What follows belongs to an exercise in optimizing a design on an open flow for small area, a short achievable clock period and few clock cycles per item; a production flow would make more cautious choices. RTL that was checked went through simulation tests only; none was proved equivalent to the original. Power is estimated from default activity; no workload was simulated.

## run A
Design SME, start of the top module:
module SME(clk,reset,chardata,isstring,ispattern,valid,match,match_index);
Size: roughly 1400 cells after synthesis, roughly 340 flip-flops, ~19 I/O pins, about 0.014 mm² of cells after synthesis.
Settings: LEC_CHECK=0, CAP_MARGIN=20, CORE_MARGIN=2, CORE_UTILIZATION=40, SETUP_SLACK_MARGIN=4.2, SLEW_MARGIN=20; clock period 7.0 ns.
run.sh (not shown) runs the stock make flow with config.mk's settings and CLKGATE_MAP_FILE= SYNTH_SCRIPT=/design/flow/synth_recipe.tcl, a recipe that flattens the netlist after the stock synthesis.
Here is what was changed in the inputs of run B compared with run A.
Settings: SETUP_SLACK_MARGIN: 4.2 -> unset.
Findings:
In run B relative to run A, power drawn by the combinational cells had gone down by more than 10%. Run A -> run B: non-clock buffer count decreased by more than half. Summary: with run A as the reference, first-iteration DRC count in run B moved down by more than 10%. Reported for run B and run A, total number of clock tree sinks turned out identical to the last digit.
Here is what was changed in the inputs of run C compared with run B.
Settings: setting SETUP_SLACK_MARGIN to 4.2 for the first time; setting ABC_AREA to 1 for the first time.
- Higher area after synthesis was reported by run C, not run B.
- Going from run B to run C, setup slack rose 0.38 ns; arrival time of the worst setup path fell 0.27 ns.
- Sort run B and run C by period utilization desc -> top: run B
- Logic gate share of total power is higher on run C
Function was not checked in any run of this note: the RTL went through the layout flow alone.


## job 896
The RTL this note starts from:
==> flow/design.v <==
module SME(clk,reset,chardata,isstring,ispattern,valid,match,match_index);
input clk;
input reset;
input [7:0] chardata;
input isstring;
input ispattern;
output reg match;
output reg [4:0] match_index;
output reg valid;
reg  [6:0]  s [0:31];
reg  [31:0] v;
reg  [31:0] D;
reg  [4:0]  r0;
reg  [4:0]  X;
reg         isstring_R, ispattern_R, pwc;
wire [6:0] c         = chardata[6:0];
wire       newstring = isstring & ~isstring_R;
wire       isdot     = (c == 7'h2E);
wire       isdollar  = (c == 7'h24);
wire       iscaret   = (c == 7'h5E);
wire       init      = ~ispattern_R | pwc;    
wire [31:0] first, sp, M, Dn, geX;
genvar g;
generate
for (g = 0; g < 32; g = g + 1) begin : pos
	localparam integer N = (g + 1) % 32;
	assign first[g] = (r0 == g);
	assign sp[g]    = (s[g] == 7'h20);
	assign M[g]     = v[g] & (isdot | (s[g] == c));
	assign geX[g]   = (g >= X);
	assign Dn[g]    = isdollar ? (D[g] & (~v[N] | sp[N] | first[N]))
	                           : (M[N] & (init ? (~pwc | first[N] | sp[g]) : (D[g] & ~first[N])));
end
endgenerate
wire [31:0] hi = D & geX;
reg  [4:0]  pe_hi, pe_all;
integer i;
always @* begin
	pe_hi = 5'd0;
	pe_all = 5'd0;
	for (i = 31; i >= 0; i = i - 1) begin
		if (hi[i]) pe_hi = i;
		if (D[i])  pe_all = i;
	end
end
wire [4:0] jstar = (|hi) ? pe_hi : pe_all;
always @(posedge clk) begin
	for (i = 0; i < 31; i = i + 1)
		s[i] <= s[i+1];
	s[31] <= isstring ? c : s[0];
	v <= {isstring | v[0], v[31:1] & {31{~newstring}}};
	r0 <= newstring ? 5'd31 : r0 - 5'd1;
	X <= ispattern ? (ispattern_R ? X : r0 - 5'd1 - {4'd0, iscaret}) : X - 5'd1;
	pwc <= ispattern & iscaret;
	isstring_R <= isstring;
	ispattern_R <= ispattern;
	D <= Dn;
	match <= |D;
	match_index <= jstar - X;
	valid <= ~reset & ispattern_R & ~ispattern;
end
endmodule
Settings: LEC_CHECK=0, CAP_MARGIN=20, CORE_MARGIN=2, CORE_UTILIZATION=40, CTS_BUF_LIST=sky130_fd_sc_hd__clkbuf_4 sky130_fd_sc_hd__clkbuf_8, SETUP_SLACK_MARGIN=4.2, SLEW_MARGIN=20, TNS_END_PERCENT=5; clock period 7.0 ns.
Job 896 ended with every stage complete and zero timing, DRC or antenna violations.
Testbench counts of job 896, summed over its fixed seeds: cycles 12,684, queries 1,536.
## Diff of input files: job 9478 against job 896
Settings: removing TNS_END_PERCENT (formerly 5); setting CTS_CLUSTER_SIZE to 30 for the first time; changing CORE_UTILIZATION from 40 to 60; removing CTS_BUF_LIST (formerly sky130_fd_sc_hd__clkbuf_4 sky130_fd_sc_hd__clkbuf_8); setting CTS_CLUSTER_DIAMETER to 60 for the first time.
[summary]
Cell count of the worst reg-to-reg path: higher on job 896. Job 9478: utilization of the core after routing is 24 points higher than what job 896 reported. Job 896 -> job 9478: cell count decreased by a little under 10%. Job 9478 against job 896: final critical-path share of the clock period down 0.39 points; required time of the critical path up 0.12 ns. Max buffers inserted during post-CTS setup optimization across job 9478 and job 896: job 9478. Job 9478 vs job 896: number of buffers inserted during clock tree synthesis down.
### job 9478 -> job 2687
Settings: CORE_UTILIZATION now 40, was 60; CTS_CLUSTER_DIAMETER no longer set, was 60; CTS_CLUSTER_SIZE no longer set, was 30.
### Flow results
Job 2687: no failed stages, no open violations at the end. Job 2687 vs job 9478, total of clock buffers placed in the layout went up by 29. Job 2687 vs. job 9478: power density relative to cell area saw an increase, total power saw an increase. Job 2687 against job 9478: well tap count grew by 127, number of buffers added by the clock tree synthesis step climbed 15, fmax rose by 2.9%, combined global-route utilization of all metal layers shows a reduction of 9.8 points. Worst relative slew slack, job 9478 and job 2687: larger value in job 2687. Diff job 9478..job 2687 | final hold slack | negligible. Lower switching part of the total power among job 9478 and job 2687: job 2687.
Changes in job 1175 relative to job 2687:
Settings: clearing SETUP_SLACK_MARGIN, which used to be 4.2.
### Flow results
[compare] base=job 2687 new=job 1175: clock latency on the worst-skew pair saw little to no change; clock skew saw a decrease.
Diff job 2687 -> job 1175 | count of clock-buffer cells in the layout | decrease of 8.3%
Going from job 2687 to job 1175, wire length of the first global-routing pass shrinks by 8.9%.
Measured against job 2687, the area of combinational cells with multiple inputs of job 1175 comes out at 0.935 times the reference value.
On fraction of cell area in non-clock buffers: job 1175 sits below job 2687.
Between job 2687 and job 1175, the clock power does not differ in any meaningful way.
Job 2687 → job 1175: finished layout cell area shows a reduction of 6.8%; growth of design area from synthesis to finish went down by 8.1 points.
Going from job 2687 to job 1175, post-detailed-route wirelength per cell shrank by more than 10%.


## v6
SME, a different RTL version from the one above (not shown whole).
For scale: ~1300 cells after synthesis, roughly 19 I/O pins, ~0.013 sq mm of cells after synthesis.
Settings: LEC_CHECK=0, CAP_MARGIN=20, CORE_MARGIN=2, CORE_UTILIZATION=40, SETUP_SLACK_MARGIN=4.2, SLEW_MARGIN=20; clock period 7.0 ns.
Testbench counts of v6, summed over its fixed seeds: cycles 12,684, queries 1,536.
Changes in v57 relative to v6:
- setting CTS_BUF_LIST to sky130_fd_sc_hd__clkbuf_4 sky130_fd_sc_hd__clkbuf_8 for the first time
- changing SETUP_SLACK_MARGIN from 4.2 to 4.6
- setting TNS_END_PERCENT to 5 for the first time
==> run summary <==
Area added between synthesis and finish up 0.18 points in v57 wrt v6
v57 ended with less detailed placement HPWL than v6.
Against v6 as the reference, v57 delivers a lower share of total power in the clock network.
For v40, these inputs were changed with respect to v57:
- TNS_END_PERCENT: 5 -> unset
- CORE_UTILIZATION: 40 -> 55
Results
The vertical extent of the die in v40 was lower than what v57 gave.
Comparing v40 and v57, the lower utilization is on v57.
Between v57 and v40, the cell count went down.
For v10, these inputs were changed with respect to v40:
- TNS_END_PERCENT newly set to 5
- ABC_CLOCK_PERIOD_IN_PS newly set to 1500
- CORE_UTILIZATION changed from 55 to 40
Results
Compare v40 and v10 | non-clock buffer count higher: v40. Summary of v10 over v40: design area lower; wire length lower; clock buffer count lower; global-route track usage on met3 lower; initial detailed-routing violation count lower. Global-route wire length before repair: v10 vs v40 down 2.0%.


nickel:
Another version of the RTL of SME (not shown whole).
For scale: ~1400 cells after synthesis, about 320 flip-flops, roughly 19 I/O pins.
Design SME, start of the top module:
module SME(clk,reset,chardata,isstring,ispattern,valid,match,match_index);
clock: 7.0 ns
lec_check: 0
cap_margin: 20
core_margin: 2
core_utilization: 40
cts_buf_list: sky130_fd_sc_hd__clkbuf_16
cts_cluster_diameter: 90
cts_cluster_size: 28
setup_slack_margin: 4.6
slew_margin: 20
synth_hierarchical: 1
synth_minimum_keep_size: 0
tns_end_percent: 5
standard.sh (not shown) runs the stock make flow with config.mk's settings and CLKGATE_MAP_FILE= SYNTH_SCRIPT=/design/flow/synth_recipe.tcl, a recipe that flattens the netlist after the stock synthesis.
==> flow/flow/run.sh <==
#!/bin/bash
set -euo pipefail
here=$(pwd)
dont_use=$(tr -s ' \n' ' ' < "$here/flow/dont_use.txt")
bash "$here/standard.sh" "DONT_USE_CELLS=$dont_use" finish > "$here/standard.log" 2>&1
==> flow/flow/dont_use.txt <==
 sky130_fd_sc_hd__probe_p_8 sky130_fd_sc_hd__probec_p_8 sky130_fd_sc_hd__lpflow_bleeder_1 sky130_fd_sc_hd__lpflow_clkbufkapwr_1 sky130_fd_sc_hd__lpflow_clkbufkapwr_16 sky130_fd_sc_hd__lpflow_clkbufkapwr_2 sky130_fd_sc_hd__lpflow_clkbufkapwr_4 sky130_fd_sc_hd__lpflow_clkbufkapwr_8 sky130_fd_sc_hd__lpflow_clkinvkapwr_1 sky130_fd_sc_hd__lpflow_clkinvkapwr_16 sky130_fd_sc_hd__lpflow_clkinvkapwr_2 sky130_fd_sc_hd__lpflow_clkinvkapwr_4 sky130_fd_sc_hd__lpflow_clkinvkapwr_8 sky130_fd_sc_hd__lpflow_decapkapwr_12 sky130_fd_sc_hd__lpflow_decapkapwr_3 sky130_fd_sc_hd__lpflow_decapkapwr_4 sky130_fd_sc_hd__lpflow_decapkapwr_6 sky130_fd_sc_hd__lpflow_decapkapwr_8 sky130_fd_sc_hd__lpflow_inputiso0n_1 sky130_fd_sc_hd__lpflow_inputiso0p_1 sky130_fd_sc_hd__lpflow_inputiso1n_1 sky130_fd_sc_hd__lpflow_inputiso1p_1 sky130_fd_sc_hd__lpflow_inputisolatch_1 sky130_fd_sc_hd__lpflow_isobufsrc_1 sky130_fd_sc_hd__lpflow_isobufsrc_16 sky130_fd_sc_hd__lpflow_isobufsrc_2 sky130_fd_sc_hd__lpflow_isobufsrc_4 sky130_fd_sc_hd__lpflow_isobufsrc_8 sky130_fd_sc_hd__lpflow_isobufsrckapwr_16 sky130_fd_sc_hd__lpflow_lsbuf_lh_hl_isowell_tap_1 sky130_fd_sc_hd__lpflow_lsbuf_lh_hl_isowell_tap_2 sky130_fd_sc_hd__lpflow_lsbuf_lh_hl_isowell_tap_4 sky130_fd_sc_hd__lpflow_lsbuf_lh_isowell_4 sky130_fd_sc_hd__lpflow_lsbuf_lh_isowell_tap_1 sky130_fd_sc_hd__lpflow_lsbuf_lh_isowell_tap_2 sky130_fd_sc_hd__lpflow_lsbuf_lh_isowell_tap_4 # # Define fill cells export FILL_CELLS ?= sky130_fd_sc_hd__fill_1 sky130_fd_sc_hd__fill_2 sky130_fd_sc_hd__fill_4 sky130_fd_sc_hd__fill_8   sky130_fd_sc_hd__or3_1 sky130_fd_sc_hd__or3_2 sky130_fd_sc_hd__or3_4 sky130_fd_sc_hd__or3b_1 sky130_fd_sc_hd__or3b_2 sky130_fd_sc_hd__or3b_4 sky130_fd_sc_hd__or4_1 sky130_fd_sc_hd__or4_2 sky130_fd_sc_hd__or4_4 sky130_fd_sc_hd__or4b_1 sky130_fd_sc_hd__or4b_2 sky130_fd_sc_hd__or4b_4 sky130_fd_sc_hd__or4bb_1 sky130_fd_sc_hd__or4bb_2 sky130_fd_sc_hd__or4bb_4 sky130_fd_sc_hd__mux4_1 sky130_fd_sc_hd__mux4_2 sky130_fd_sc_hd__mux4_4 sky130_fd_sc_hd__clkdlybuf4s15_1 sky130_fd_sc_hd__clkdlybuf4s15_2 sky130_fd_sc_hd__clkdlybuf4s18_1 sky130_fd_sc_hd__clkdlybuf4s18_2 sky130_fd_sc_hd__clkdlybuf4s25_1 sky130_fd_sc_hd__clkdlybuf4s25_2 sky130_fd_sc_hd__clkdlybuf4s50_1 sky130_fd_sc_hd__clkdlybuf4s50_2
 sky130_fd_sc_hd__nor4_1 sky130_fd_sc_hd__nor4_2 sky130_fd_sc_hd__nor4_4 sky130_fd_sc_hd__a2111oi_0 sky130_fd_sc_hd__a2111oi_1 sky130_fd_sc_hd__a2111oi_2 sky130_fd_sc_hd__a2111oi_4 sky130_fd_sc_hd__o2111ai_1 sky130_fd_sc_hd__o2111ai_2 sky130_fd_sc_hd__o2111ai_4 sky130_fd_sc_hd__nor4b_1 sky130_fd_sc_hd__nor4b_2 sky130_fd_sc_hd__nor4b_4 sky130_fd_sc_hd__nor4bb_1 sky130_fd_sc_hd__nor4bb_2 sky130_fd_sc_hd__nor4bb_4
nickel ended with every stage complete and zero timing, DRC or antenna violations.
Testbench counts of nickel, summed over its fixed seeds: cycles 12,684, queries 1,536.
Inputs modified between nickel and fjord:
Settings: TNS_END_PERCENT now 1, was 5.
==> flow/flow/dont_use.txt <==
 sky130_fd_sc_hd__probe_p_8 sky130_fd_sc_hd__probec_p_8 sky130_fd_sc_hd__lpflow_bleeder_1 sky130_fd_sc_hd__lpflow_clkbufkapwr_1 sky130_fd_sc_hd__lpflow_clkbufkapwr_16 sky130_fd_sc_hd__lpflow_clkbufkapwr_2 sky130_fd_sc_hd__lpflow_clkbufkapwr_4 sky130_fd_sc_hd__lpflow_clkbufkapwr_8 sky130_fd_sc_hd__lpflow_clkinvkapwr_1 sky130_fd_sc_hd__lpflow_clkinvkapwr_16 sky130_fd_sc_hd__lpflow_clkinvkapwr_2 sky130_fd_sc_hd__lpflow_clkinvkapwr_4 sky130_fd_sc_hd__lpflow_clkinvkapwr_8 sky130_fd_sc_hd__lpflow_decapkapwr_12 sky130_fd_sc_hd__lpflow_decapkapwr_3 sky130_fd_sc_hd__lpflow_decapkapwr_4 sky130_fd_sc_hd__lpflow_decapkapwr_6 sky130_fd_sc_hd__lpflow_decapkapwr_8 sky130_fd_sc_hd__lpflow_inputiso0n_1 sky130_fd_sc_hd__lpflow_inputiso0p_1 sky130_fd_sc_hd__lpflow_inputiso1n_1 sky130_fd_sc_hd__lpflow_inputiso1p_1 sky130_fd_sc_hd__lpflow_inputisolatch_1 sky130_fd_sc_hd__lpflow_isobufsrc_1 sky130_fd_sc_hd__lpflow_isobufsrc_16 sky130_fd_sc_hd__lpflow_isobufsrc_2 sky130_fd_sc_hd__lpflow_isobufsrc_4 sky130_fd_sc_hd__lpflow_isobufsrc_8 sky130_fd_sc_hd__lpflow_isobufsrckapwr_16 sky130_fd_sc_hd__lpflow_lsbuf_lh_hl_isowell_tap_1 sky130_fd_sc_hd__lpflow_lsbuf_lh_hl_isowell_tap_2 sky130_fd_sc_hd__lpflow_lsbuf_lh_hl_isowell_tap_4 sky130_fd_sc_hd__lpflow_lsbuf_lh_isowell_4 sky130_fd_sc_hd__lpflow_lsbuf_lh_isowell_tap_1 sky130_fd_sc_hd__lpflow_lsbuf_lh_isowell_tap_2 sky130_fd_sc_hd__lpflow_lsbuf_lh_isowell_tap_4 # # Define fill cells export FILL_CELLS ?= sky130_fd_sc_hd__fill_1 sky130_fd_sc_hd__fill_2 sky130_fd_sc_hd__fill_4 sky130_fd_sc_hd__fill_8   sky130_fd_sc_hd__or3_1 sky130_fd_sc_hd__or3_2 sky130_fd_sc_hd__or3_4 sky130_fd_sc_hd__or3b_1 sky130_fd_sc_hd__or3b_2 sky130_fd_sc_hd__or3b_4 sky130_fd_sc_hd__or4_1 sky130_fd_sc_hd__or4_2 sky130_fd_sc_hd__or4_4 sky130_fd_sc_hd__or4b_1 sky130_fd_sc_hd__or4b_2 sky130_fd_sc_hd__or4b_4 sky130_fd_sc_hd__or4bb_1 sky130_fd_sc_hd__or4bb_2 sky130_fd_sc_hd__or4bb_4 sky130_fd_sc_hd__mux4_1 sky130_fd_sc_hd__mux4_2 sky130_fd_sc_hd__mux4_4 sky130_fd_sc_hd__clkdlybuf4s15_1 sky130_fd_sc_hd__clkdlybuf4s15_2 sky130_fd_sc_hd__clkdlybuf4s18_1 sky130_fd_sc_hd__clkdlybuf4s18_2 sky130_fd_sc_hd__clkdlybuf4s25_1 sky130_fd_sc_hd__clkdlybuf4s25_2 sky130_fd_sc_hd__clkdlybuf4s50_1 sky130_fd_sc_hd__clkdlybuf4s50_2
## What came out
- Against nickel, fjord reports a buffering stage count on the worst path with inverters included that is lower.
- Looking at worst hold slack across fjord and nickel, the one that comes out higher is fjord.
- fjord vs. nickel: multi-input combinational cell count shrank by 10%, sum of internal, switching and leakage power shrank by 30 uW, share of the cycle needed by the critical path after routing shrank by 1.0 points, maximum vdd ir drop shrank by 0.0056 mV.
- nickel has higher fraction of met2 tracks used by global routing than fjord.
- nickel vs fjord, combinational family with the most area after synthesis: simple AND/OR/NAND/NOR gates vs XOR/XNOR gates
- Looking at area after synthesis, fjord sits below nickel.
The following lists how quartz was set up differently from fjord:
Settings: TNS_END_PERCENT changed from 1 to 5; CTS_CLUSTER_SIZE changed from 28 to 25; CTS_CLUSTER_DIAMETER changed from 90 to 60; CTS_BUF_LIST changed from sky130_fd_sc_hd__clkbuf_16 to sky130_fd_sc_hd__clkbuf_8 sky130_fd_sc_hd__clkbuf_16.
Notes after the runs:
Going from fjord to quartz, count of instances resized after the clock tree is built grew by more than 10%. Diff fjord -> quartz | net switching power of the design | up by more than 10%. First-pass GRT wire length (quartz over fjord): increase, about 2%. The logic depth of the worst path, buffers included reported for quartz is smaller than that of fjord by 1. From fjord to quartz the numbers moved as follows: final non-filler cell total has increased, hold slack has remained practically unchanged. Summary of quartz over fjord: via count of the first global-routing pass has increased; clock network fraction of design power has increased; maximum fanout count along the critical path has decreased.
Here is what was changed in the inputs of cedar compared with quartz.
Settings: a change of CTS_BUF_LIST from sky130_fd_sc_hd__clkbuf_8 sky130_fd_sc_hd__clkbuf_16 to sky130_fd_sc_hd__clkbuf_16; a change of CTS_CLUSTER_SIZE from 25 to 28; a change of CTS_CLUSTER_DIAMETER from 60 to 90.
[summary]
- Measured against each other, quartz and cedar differ in critical path data required time, the lower figure coming from cedar.
- Diff quartz..cedar | total number of sequential cells | unchanged
- For the number of standard cells in the layout, taps in and fillers out, cedar came in 1.5% lower than quartz did.
- On layout overhead on the synthesized area: cedar sits below quartz.
- cedar has completed all stages; timing, DRC and antenna checks passed.
- Routed wire in cedar totals less than in quartz.
- From quartz to cedar the numbers moved as follows: global-route total usage across every layer saw a decrease; power saw a decrease; static leakage power saw a decrease; hold slack saw little to no change.
What zinc does differently from cedar at the input level:
Settings: CTS_CLUSTER_SIZE changed from 28 to 25; CTS_BUF_LIST changed from sky130_fd_sc_hd__clkbuf_16 to sky130_fd_sc_hd__clkbuf_8 sky130_fd_sc_hd__clkbuf_16; CTS_CLUSTER_DIAMETER changed from 90 to 60.
==> flow/flow/dont_use.txt <==
 sky130_fd_sc_hd__probe_p_8 sky130_fd_sc_hd__probec_p_8 sky130_fd_sc_hd__lpflow_bleeder_1 sky130_fd_sc_hd__lpflow_clkbufkapwr_1 sky130_fd_sc_hd__lpflow_clkbufkapwr_16 sky130_fd_sc_hd__lpflow_clkbufkapwr_2 sky130_fd_sc_hd__lpflow_clkbufkapwr_4 sky130_fd_sc_hd__lpflow_clkbufkapwr_8 sky130_fd_sc_hd__lpflow_clkinvkapwr_1 sky130_fd_sc_hd__lpflow_clkinvkapwr_16 sky130_fd_sc_hd__lpflow_clkinvkapwr_2 sky130_fd_sc_hd__lpflow_clkinvkapwr_4 sky130_fd_sc_hd__lpflow_clkinvkapwr_8 sky130_fd_sc_hd__lpflow_decapkapwr_12 sky130_fd_sc_hd__lpflow_decapkapwr_3 sky130_fd_sc_hd__lpflow_decapkapwr_4 sky130_fd_sc_hd__lpflow_decapkapwr_6 sky130_fd_sc_hd__lpflow_decapkapwr_8 sky130_fd_sc_hd__lpflow_inputiso0n_1 sky130_fd_sc_hd__lpflow_inputiso0p_1 sky130_fd_sc_hd__lpflow_inputiso1n_1 sky130_fd_sc_hd__lpflow_inputiso1p_1 sky130_fd_sc_hd__lpflow_inputisolatch_1 sky130_fd_sc_hd__lpflow_isobufsrc_1 sky130_fd_sc_hd__lpflow_isobufsrc_16 sky130_fd_sc_hd__lpflow_isobufsrc_2 sky130_fd_sc_hd__lpflow_isobufsrc_4 sky130_fd_sc_hd__lpflow_isobufsrc_8 sky130_fd_sc_hd__lpflow_isobufsrckapwr_16 sky130_fd_sc_hd__lpflow_lsbuf_lh_hl_isowell_tap_1 sky130_fd_sc_hd__lpflow_lsbuf_lh_hl_isowell_tap_2 sky130_fd_sc_hd__lpflow_lsbuf_lh_hl_isowell_tap_4 sky130_fd_sc_hd__lpflow_lsbuf_lh_isowell_4 sky130_fd_sc_hd__lpflow_lsbuf_lh_isowell_tap_1 sky130_fd_sc_hd__lpflow_lsbuf_lh_isowell_tap_2 sky130_fd_sc_hd__lpflow_lsbuf_lh_isowell_tap_4 # # Define fill cells export FILL_CELLS ?= sky130_fd_sc_hd__fill_1 sky130_fd_sc_hd__fill_2 sky130_fd_sc_hd__fill_4 sky130_fd_sc_hd__fill_8   sky130_fd_sc_hd__or3_1 sky130_fd_sc_hd__or3_2 sky130_fd_sc_hd__or3_4 sky130_fd_sc_hd__or3b_1 sky130_fd_sc_hd__or3b_2 sky130_fd_sc_hd__or3b_4 sky130_fd_sc_hd__or4_1 sky130_fd_sc_hd__or4_2 sky130_fd_sc_hd__or4_4 sky130_fd_sc_hd__or4b_1 sky130_fd_sc_hd__or4b_2 sky130_fd_sc_hd__or4b_4 sky130_fd_sc_hd__or4bb_1 sky130_fd_sc_hd__or4bb_2 sky130_fd_sc_hd__or4bb_4 sky130_fd_sc_hd__mux4_1 sky130_fd_sc_hd__mux4_2 sky130_fd_sc_hd__mux4_4 sky130_fd_sc_hd__clkdlybuf4s15_1 sky130_fd_sc_hd__clkdlybuf4s15_2 sky130_fd_sc_hd__clkdlybuf4s18_1 sky130_fd_sc_hd__clkdlybuf4s18_2 sky130_fd_sc_hd__clkdlybuf4s25_1 sky130_fd_sc_hd__clkdlybuf4s25_2 sky130_fd_sc_hd__clkdlybuf4s50_1 sky130_fd_sc_hd__clkdlybuf4s50_2
 sky130_fd_sc_hd__buf_1 sky130_fd_sc_hd__clkbuf_1
==> comparison <==
- zinc never completed, since it errored out during 1_2_yosys.

-- re-timing with driven ports --
The flow's constraints put no driver on any port. The routed layouts listed below were extracted and timed again, unchanged, in two steps.
Step 1: set_driving_cell puts a clkbuf_16 on clk and a buf_2 on each other input, an assumption about the parent block.
Step 2, shift: input delay + t, output delay - t, t = (earliest + latest rising clock arrival at the registers) / 2. This alone moves slack from input paths to output paths.
Three values: no drivers, after step 1, after step 2; two values: the first two.
run | t (ns) | setup slack, ns | worst setup path at the end | worst slew at a driven data input, ns | pins driven straight from the clock port
run A | 0.575 | 3.939 / 3.939 / 3.662 | input to register | 0.04 | 1
run B | 0.577 | 3.275 / 3.308 / 2.731 | input to register | 0.04 | 1
run C | 0.581 | 3.652 / 3.652 / 3.591 | input to register | 0.05 | 1
job 896 | 0.609 | 3.586 / 3.614 / 3.005 | input to register | 0.03 | 1
job 9478 | 0.561 | 3.613 / 3.613 / 3.598 | input to register | 0.08 | 1
job 2687 | 0.552 | 3.708 / 3.708 / 3.690 | input to register | 0.08 | 1
job 1175 | 0.542 | 2.900 / 2.900 / 2.514 | input to register | 0.05 | 1
v6 | 0.553 | 3.758 / 3.758 / 3.753 | input to register | 0.03 | 1
v57 | 0.627 | 3.829 / 3.829 / 3.681 | input to register | 0.06 | 1
v40 | 0.617 | 3.836 / 3.836 / 3.836 | register to register | 0.06 | 1
v10 | 0.627 | 3.829 / 3.829 / 3.681 | input to register | 0.06 | 1
nickel | 0.560 | 4.259 / 4.259 / 3.883 | input to register | 0.07 | 1
fjord | 0.553 | 4.331 / 4.331 / 3.812 | input to register | 0.06 | 1
quartz | 0.601 | 4.364 / 4.364 / 3.815 | input to register | 0.05 | 1
cedar | 0.555 | 4.339 / 4.339 / 3.934 | input to register | 0.06 | 1
After both steps setup and hold are still met in every run listed. For job 896, which loses most, drivers alone change the setup slack by +0.028 ns; drivers and shift together by -0.581 ns.
